Context: an optimization exercise on an open-source flow, tuned for a short achievable clock period and few clock cycles. The choices shown serve that exercise and are no tape-out recipe. Only simulation tests tie the RTL to the original design; equivalence was not proved. Power is estimated from default activity; no workload was simulated.

$ cat config.mk
export PLATFORM = sky130hd
export DESIGN_NAME = mario_cpu
export DESIGN_NICKNAME = mario_cpu
export VERILOG_FILES = /design/flow/design.v
export SDC_FILE = /design/flow/constraint.sdc
export NUM_CORES = 4
export LEC_CHECK = 0
export ABC_CLOCK_PERIOD_IN_PS = 2500
export CAP_MARGIN = 20
export CORE_MARGIN = 2
export CORE_UTILIZATION = 40
export SETUP_SLACK_MARGIN = 5
export SLEW_MARGIN = 20
export TNS_END_PERCENT = 100
$ cat constraint.sdc
create_clock -name core_clock -period 9.0 [get_ports {clock}]
set_input_delay 1.8000 -clock core_clock [delete_from_list [all_inputs] [get_ports {clock}]]
set_output_delay 1.8000 -clock core_clock [all_outputs]
set_load 0.01 [all_outputs]
$ cat design.v
module mario_cpu (
	input clock, reset,
	input up_button, down_button, left_button, right_button,
	input [15:0] mem_rdata,
	output [15:0] mem_addr,
	output [15:0] mem_wdata,
	output mem_we
);
reg [15:0] MA;            
reg        MAd;           
reg        WE;            
reg        vD;            
reg [15:0] pcD;           
reg [15:0] LFA;           
reg        vE;            
reg [15:0] pcE, pcE1, BTE;  
reg [15:0] A, B;          
reg [3:0]  dE;            
reg [15:0] csel;          
reg        predE;         
reg [4:0]  FL;            
reg        ld1;           
reg [3:0]  ld1d;
reg [255:0] rf;
reg isLD, isST, isJ, isBR, isWAIT, isB1, isB2, isALU;
reg o_add, o_sub, o_cin, o_cmp, o_cmpu, o_and, o_or, o_xor, o_lsh, o_rsh, o_bad;
reg f_zf;
assign mem_addr  = MA;
assign mem_we    = WE;
assign mem_wdata = A;
wire cond = |(csel & {1'b0, 1'b1, FL[0] | FL[1], ~FL[0] & ~FL[1], FL[3] | FL[1], ~FL[3] & ~FL[1],
                      ~FL[2], FL[2], ~FL[0], FL[0], ~FL[3], FL[3], ~FL[4], FL[4], ~FL[1], FL[1]});
wire br_fix = vE & isBR & (cond ^ predE);
wire j_tk   = vE & isJ & cond;
wire e_wait = vE & isWAIT;
wire e_redir = br_fix | j_tk | e_wait;
wire [15:0] e_tgt = j_tk ? B : e_wait ? pcE : cond ? BTE : pcE1;
wire [15:0] Bx = o_sub ? ~B : B;
wire ci = o_sub ? ~(o_cin & FL[4]) : (o_cin & FL[4]);
wire [16:0] S = {1'b0, A} + {1'b0, Bx} + {16'd0, ci};
wire zero = (S[15:0] == 16'd0);
wire ovf  = (A[15] == Bx[15]) & (S[15] != A[15]);
wire eq   = (A == B);
wire ltu  = A < B;
wire lts  = {~A[15], A[14:0]} < {~B[15], B[14:0]};
wire cmp_lt = o_cmpu ? ltu : lts;
wire [15:0] shl = A << B;
wire [15:0] shr = A >> B;
wire [15:0] res =
	({16{o_add | o_sub}} & S[15:0]) |
	({16{o_cmp | o_cmpu}} & A) |
	({16{o_and}} & (A & B)) |
	({16{o_or}}  & (A | B)) |
	({16{o_xor}} & (A ^ B)) |
	({16{o_lsh}} & shl) |
	({16{o_rsh}} & shr) |
	({16{isB1}}  & {14'd0, ~up_button, ~down_button}) |
	({16{isB2}}  & {~left_button, {15{~right_button}}});
wire [4:0] fl_new = o_bad ? 5'b11111 :
	{o_sub & ~S[16],
	 (o_cmp | o_cmpu) & cmp_lt,
	 f_zf & ovf,
	 (f_zf & zero) | ((o_cmp | o_cmpu) & eq),
	 (o_cmp | o_cmpu) & ~cmp_lt & ~eq};
wire wr_e = vE & (isALU | isB1 | isB2);
wire [15:0] w = mem_rdata;
wire [3:0] op = w[15:12], ext = w[7:4], wd = w[11:8], ws = w[3:0];
wire n_isLD = (op == 4'h4) & (ext == 4'h0);
wire n_isST = (op == 4'h4) & (ext == 4'h4);
wire n_isJ  = (op == 4'h4) & (ext == 4'hC);
wire n_isBR = (op == 4'hC);
wire n_isWAIT = (op == 4'h0) & (ext == 4'h0);
wire n_isB1 = (op == 4'h0) & (ext == 4'h4);
wire n_isB2 = (op == 4'h0) & (ext == 4'h8);
wire n_isALU = ~(n_isLD | n_isST | n_isJ | n_isBR | n_isWAIT | n_isB1 | n_isB2);
wire r0 = (op == 4'h0);
wire [3:0] key = r0 ? ext : op;
wire kok = ~r0 ? ((op != 4'h4) & (op != 4'h8) & (op != 4'hC) & (op != 4'hD) & (op != 4'hE)) : 1'b1;
wire n_add  = kok & ((key == 4'h5) | (key == 4'h6) | (key == 4'h7));
wire n_sub  = kok & ((key == 4'h9) | (key == 4'hA));
wire n_cin  = kok & ((key == 4'h7) | (key == 4'hA));
wire n_cmp  = kok & (key == 4'hB);
wire n_cmpu = kok & (key == 4'hF);
wire n_and  = kok & (key == 4'h1);
wire n_or   = kok & (key == 4'h2);
wire n_xor  = kok & (key == 4'h3);
wire n_sh   = (op == 4'h8) & ~ext[3];
wire n_lsh  = n_sh & ~ext[0];
wire n_rsh  = n_sh & ext[0];
wire n_bad  = n_isALU & ~(n_add | n_sub | n_cmp | n_cmpu | n_and | n_or | n_xor | n_sh);
wire n_zf   = kok & ((key == 4'h5) | (key == 4'h7) | (key == 4'h9) | (key == 4'hA));
wire imm8   = op[1] | op[0];
wire imm4   = (op == 4'h8) & (ext[3:2] == 2'b00);
wire n_mem  = n_isLD | n_isST;
wire n_pred = n_isBR & ((w[7] & (wd != 4'hF)) | (wd == 4'hE));
wire d_ok = vD & ~e_redir;                         
wire hz   = vE & isLD & ((wd == dE) | (ws == dE));  
wire d_go = d_ok & ~hz;
wire [15:0] rd_d = rf[16*wd +: 16];
wire [15:0] rd_s = rf[16*ws +: 16];
wire fw_d = wr_e & (dE == wd);
wire fw_s = wr_e & (dE == ws);
wire [15:0] va = fw_d ? res : rd_d;
wire [15:0] vs = fw_s ? res : rd_s;
wire [15:0] vb = imm8 ? {8'd0, w[7:0]} : imm4 ? {12'd0, ws} : vs;
wire [15:0] bt = pcD + {{8{w[7]}}, w[7:0]};
wire [15:0] seq = LFA + 16'd1;
reg [15:0] ma_n;
reg mad_n, vd_n;
always @(*) begin
	mad_n = 1'b0;
	vd_n = ~MAd;
	if (e_redir) begin
		ma_n = e_tgt; vd_n = 1'b0;
	end else if (d_ok & hz) begin
		ma_n = pcD; vd_n = 1'b0;
	end else if (d_ok & n_mem) begin
		ma_n = vs; mad_n = 1'b1;
	end else if (d_ok & n_pred) begin
		ma_n = bt; vd_n = 1'b0;
	end else begin
		ma_n = seq;
	end
end
always @(posedge clock, negedge reset) begin
	if (!reset) begin
		MA <= 16'd0; LFA <= 16'd0; MAd <= 1'b0; WE <= 1'b0; vD <= 1'b0; pcD <= 16'd0;
		vE <= 1'b0; pcE <= 16'd0; pcE1 <= 16'd0; BTE <= 16'd0;
		A <= 16'd0; B <= 16'd0; dE <= 4'd0; csel <= 16'd0; predE <= 1'b0;
		FL <= 5'd0; ld1 <= 1'b0; ld1d <= 4'd0;
		isLD <= 1'b0; isST <= 1'b0; isJ <= 1'b0; isBR <= 1'b0; isWAIT <= 1'b0;
		isB1 <= 1'b0; isB2 <= 1'b0; isALU <= 1'b0;
		o_add <= 1'b0; o_sub <= 1'b0; o_cin <= 1'b0; o_cmp <= 1'b0; o_cmpu <= 1'b0;
		o_and <= 1'b0; o_or <= 1'b0; o_xor <= 1'b0; o_lsh <= 1'b0; o_rsh <= 1'b0; o_bad <= 1'b0;
		f_zf <= 1'b0;
	end else begin
		MA <= ma_n;
		if (!mad_n) LFA <= ma_n;
		MAd <= mad_n;
		WE <= d_go & n_isST;
		vD <= vd_n;
		pcD <= MA;
		ld1 <= vE & isLD;
		ld1d <= dE;
		if (vE & isALU) FL <= fl_new;
		vE <= d_go;
		pcE <= pcD;
		pcE1 <= pcD + 16'd1;
		BTE <= bt;
		A <= va;
		B <= vb;
		dE <= wd;
		csel <= 16'd1 << wd;
		predE <= n_pred;
		isLD <= n_isLD; isST <= n_isST; isJ <= n_isJ; isBR <= n_isBR; isWAIT <= n_isWAIT;
		isB1 <= n_isB1; isB2 <= n_isB2; isALU <= n_isALU;
		o_add <= n_add; o_sub <= n_sub; o_cin <= n_cin; o_cmp <= n_cmp; o_cmpu <= n_cmpu;
		o_and <= n_and; o_or <= n_or; o_xor <= n_xor; o_lsh <= n_lsh; o_rsh <= n_rsh; o_bad <= n_bad;
		f_zf <= n_zf;
	end
end
genvar g;
generate
	for (g = 0; g < 16; g = g + 1) begin : regs
		always @(posedge clock, negedge reset) begin
			if (!reset) rf[16*g +: 16] <= 16'd0;
			else if (wr_e & (dE == g)) rf[16*g +: 16] <= res;
			else if (ld1 & (ld1d == g)) rf[16*g +: 16] <= mem_rdata;
		end
	end
endgenerate
endmodule
$ cat run.sh
#!/bin/bash
# synth_recipe.tcl (not shown) runs the flow's synth.tcl, then flattens the netlist and writes it again
# the make line also repeats each setting of config.mk as NAME=value (left out here)
make -C /OpenROAD-flow-scripts/flow DESIGN_CONFIG=/design/flow/config.mk WORK_HOME=/design/flow/orfs CLKGATE_MAP_FILE= SYNTH_SCRIPT=/design/flow/synth_recipe.tcl finish
==> summary.txt <==
## cells in the final DEF (no fill, tap or decap), types with 12 or more instances in the layout
cell / n
nand4_1: 19
clkdlybuf4s50_1: 38
nor2_2: 16
a31oi_1: 16
nor3_1: 30
nor2b_1: 84
o22ai_1: 22
xnor2_1: 40
ha_1: 79
nor4_1: 12
a21oi_1: 238
mux2i_1: 134
dfrtp_1: 437
a211oi_1: 103
o31ai_1: 16
or2_2: 12
nand2_1: 257
mux2_2: 118
clkbuf_16: 49
inv_1: 64
xor2_1: 36
clkbuf_1: 12
o21ai_0: 204
nand2b_1: 30
mux4_2: 157
nor2_1: 191
nand3_1: 32
buf_4: 53
## worst min-delay path by stage
| stage | cells after the start | startpoint | to |
|---|---|---|---|
| after floorplan | 0 | dE[1] | ld1d[1] |
| after global placement | 0 | MA[14] | pcD[14] |
| after detailed placement | 0 | MA[14] | pcD[14] |
| after CTS | 0 | MA[15] | pcD[15] |
| after global routing | 0 | MA[15] | pcD[15] |
| final | 0 | MA[15] | pcD[15] |
## what timing repair did
item                       CTS  global route
setup endpoints to repair  103            42
cloned                       1             0
pin swaps                    2             2
resized for setup           52            38
setup buffers                4             1
hold buffers                 0             0
## layer usage
layer / vias up / part of all wire / GRT usage
met3: 272 / 0.098 / 0.0548
met4: 4 / 0.043 / 0.112
met5: - / 0.00025 / 0
li1: 10200 / - / -
met2: 1370 / 0.45 / 0.430
met1: 11900 / 0.41 / 0.381
## logic make-up after synthesis
kind of cell	Yosys count
AND/OR/NAND/NOR	754
AO/OA/AOI/OAI	735
flip-flops	437
multiplexers	410
buffers and inverters	304
adder cells (fa/ha/maj)	84
XOR/XNOR	76
## power by group through the flow
stage / clock network [mW] / registers [mW] / logic [mW]
floorplan: 0 / 3.15 / 2.62
global route: 2.10 / 3.52 / 4.14
finish: 2.00 / 3.46 / 3.83
detailed placement: 0 / 3.45 / 3.68
global placement: 0 / 3.41 / 3.60
CTS: 2.02 / 3.43 / 3.74
## state kept, by name, indices dropped and copies added, names as in the netlist, 4 cells and up
register,count
MA,16
pcE1,16
pcD,16
A,16
ld1d,4
rf,256
BTE,16
dE,4
FL,5
B,16
LFA,16
pcE,16
csel,15
## through the flow
stage          hold slack [ns]  instances  total power [mW]  utilization  worst slack (ns)
2_1_floorplan            0.352       2800              5.77            -              5.02
3_3_place_gp             0.369       3622              7.01        0.422              3.73
3_5_place_dp             0.369       3623              7.14        0.422              3.63
4_1_cts                  0.363       3709              9.18        0.448              4.99
5_1_grt                  0.377       3711              9.76        0.449              4.90
6_report                 0.365       3713              9.28        0.449              5.06
## final cells by class
cell class              count  area [sq um]
inverters                  71           273
well taps                 940          1180
clock inverters            14           185
clock buffers              67          1350
fillers                  6539         38400
flip-flops and latches    437         10900
repair buffers            122          1170
multi-input cells        2059         16300
diodes                      3          7.51
## worst max-delay path, cell delays in order, from the launching register on
cell	delay [ns]
dfrtp_1	0.37
buf_6	0.18
xor2_1	0.21
fa_2	0.40
fa_1	0.46
a211oi_2	0.29
o21ai_1	0.15
a31o_2	0.29
nor2_1	0.16
or4_1	0.12
and3_1	0.72
a211o_1	0.31
a21oi_1	0.09
==> metrics.cfg <==
[outcome]
status=no timing/DRC/antenna violations

[finish]
syn2layout_area_growth_pct=11.6
layout-drive-gt1-share=0.186
finalNetCount=2844
fin_area_sq_um=31400

[timing]
rsz0062_at_grt=true
max-slew-margin-rel=0.306
slew_violations=0
worstMarginPinSlew_ns=1.04
fmax_mhz=254
skew_ns=0.0394
fin_crit_ns=3.94
fin_crit_sh=0.438
finalSetupViolations=0
setup_tns_ns=0
final_hold_viol_count=0

[routing]
vias_per_cell=6.38
drt-wirelength-per-cell_microns=27.2
via_count=23700
firstDrtPassIters=8
remaining_drc_errors=0
antenna_left=0
routed_wirelength_microns=101000
dr.first_iter.drc_count=2999

[global_routing]
antenna_found_initial=7
grt.total_usage=0.277
first_global_vias=22800
grt_pass1_wl_microns=149000
grt_max_degree=150
grt.overflow.total=0

[setup_path]
endpoint_kind=flop
crit_arrival_ns=4.39
r2r_end=MA[12]
setup.worst_path.class=flop to flop
crit_fanout=28
crit_end=MA[12]
cp.required_ns=9.45
crit_path_start=B[0]
r2r_start=B[0]
ff2ff_setup_slack_ns=5.06
rr_worst_depth=12
start_kind=flop

[synth]
synthSimpleGateAreaFrac=0.125
synthXorXnorAreaFrac=0.0237
synth_most_common_cell=dfrtp_1
ys_types=79
synth_top_area_cell=dfrtp_1
syn_area_sq_um=28100
synth_top_area_share=0.389
synth_common_cells=dfrtp_1 (437), nand2_1 (259), a21oi_1 (241)
synth-edff-count=0
avgSynthCellArea_sq_um=10.0
synth_cells=2800
synth_mux_area_frac=0.221
synth_compound_area_frac=0.160
synthAdderAreaFrac=0.0382
ys_async_sr_fraction=1.00
synth-main-ff-cell=dfrtp_1
ys_top_cells_by_area=dfrtp_1 (39%), mux4_2 (13%), mux2i_1 (4.8%), mux2_2 (4.7%), a21oi_1 (4.3%)
synth_nets=2906
ys_ff_latch=437
ys_seq_area_frac=0.389
yosysWarningCount=1
synth_top_family_by_area=multiplexers

[power]
cellLeakagePower_nw=12.7
ir_drop_v=0.000151
power.density_nw_per_um2=296
combPwrFrac=0.412
p_sw_frac=0.394
seqPwrFrac=0.373
intPower_mw=5.63
clock_power_share=0.215
power.switching_mw=3.65

[floorplan]
initial_core_util=0.403
die-area_sq_um=72400
io_pins=55
die_y_microns=269
die_w_microns=269
core_area_sq_um=69800
row_count=97

[clock_tree]
clk_pin_slew_worst_paths_ns=0.06
cts-buffers-inserted=47
htree_levels=2
cts.sinks=437
cts_max_path_buffers=3
cts_tree=built
insertion_delay_ns=0.61
cts-root-buf=clkbuf_16

[placed_design]
dp.final_hpwl_microns=65200
gp_congestion=0.973
place_area_sq_um=29500
port-buffer-count=54

[run]
drv_cap=0

[hold_path]
hp-class=flop to flop

Testbench counts, summed over its fixed seeds: cycles 56,235.

==> separate check: timing with driven ports <==
No port has a modelled driver above. Below, the same layout with a new extraction and two added sets of constraints.
Step 1 assumes that a clkbuf_16 drives the clock port and a buf_2 every other input.
Step 2, shift: input delay + t, output delay - t, t = (earliest + latest rising clock arrival at the registers) / 2. This alone moves slack from input paths to output paths.
Three values: no drivers, after step 1, after step 2; two values: the first two.
t (ns): 0.649
setup WS [ns]: 5.058 / 5.046 / 4.437
hold WS [ns]: 0.365 / 0.365 / 0.365
worst setup path at the end: input to register
pins driven straight from the clock port: 1
After both steps setup and hold are still met in this run. For this run, drivers alone change the setup slack by -0.012 ns; drivers and shift together by -0.621 ns.
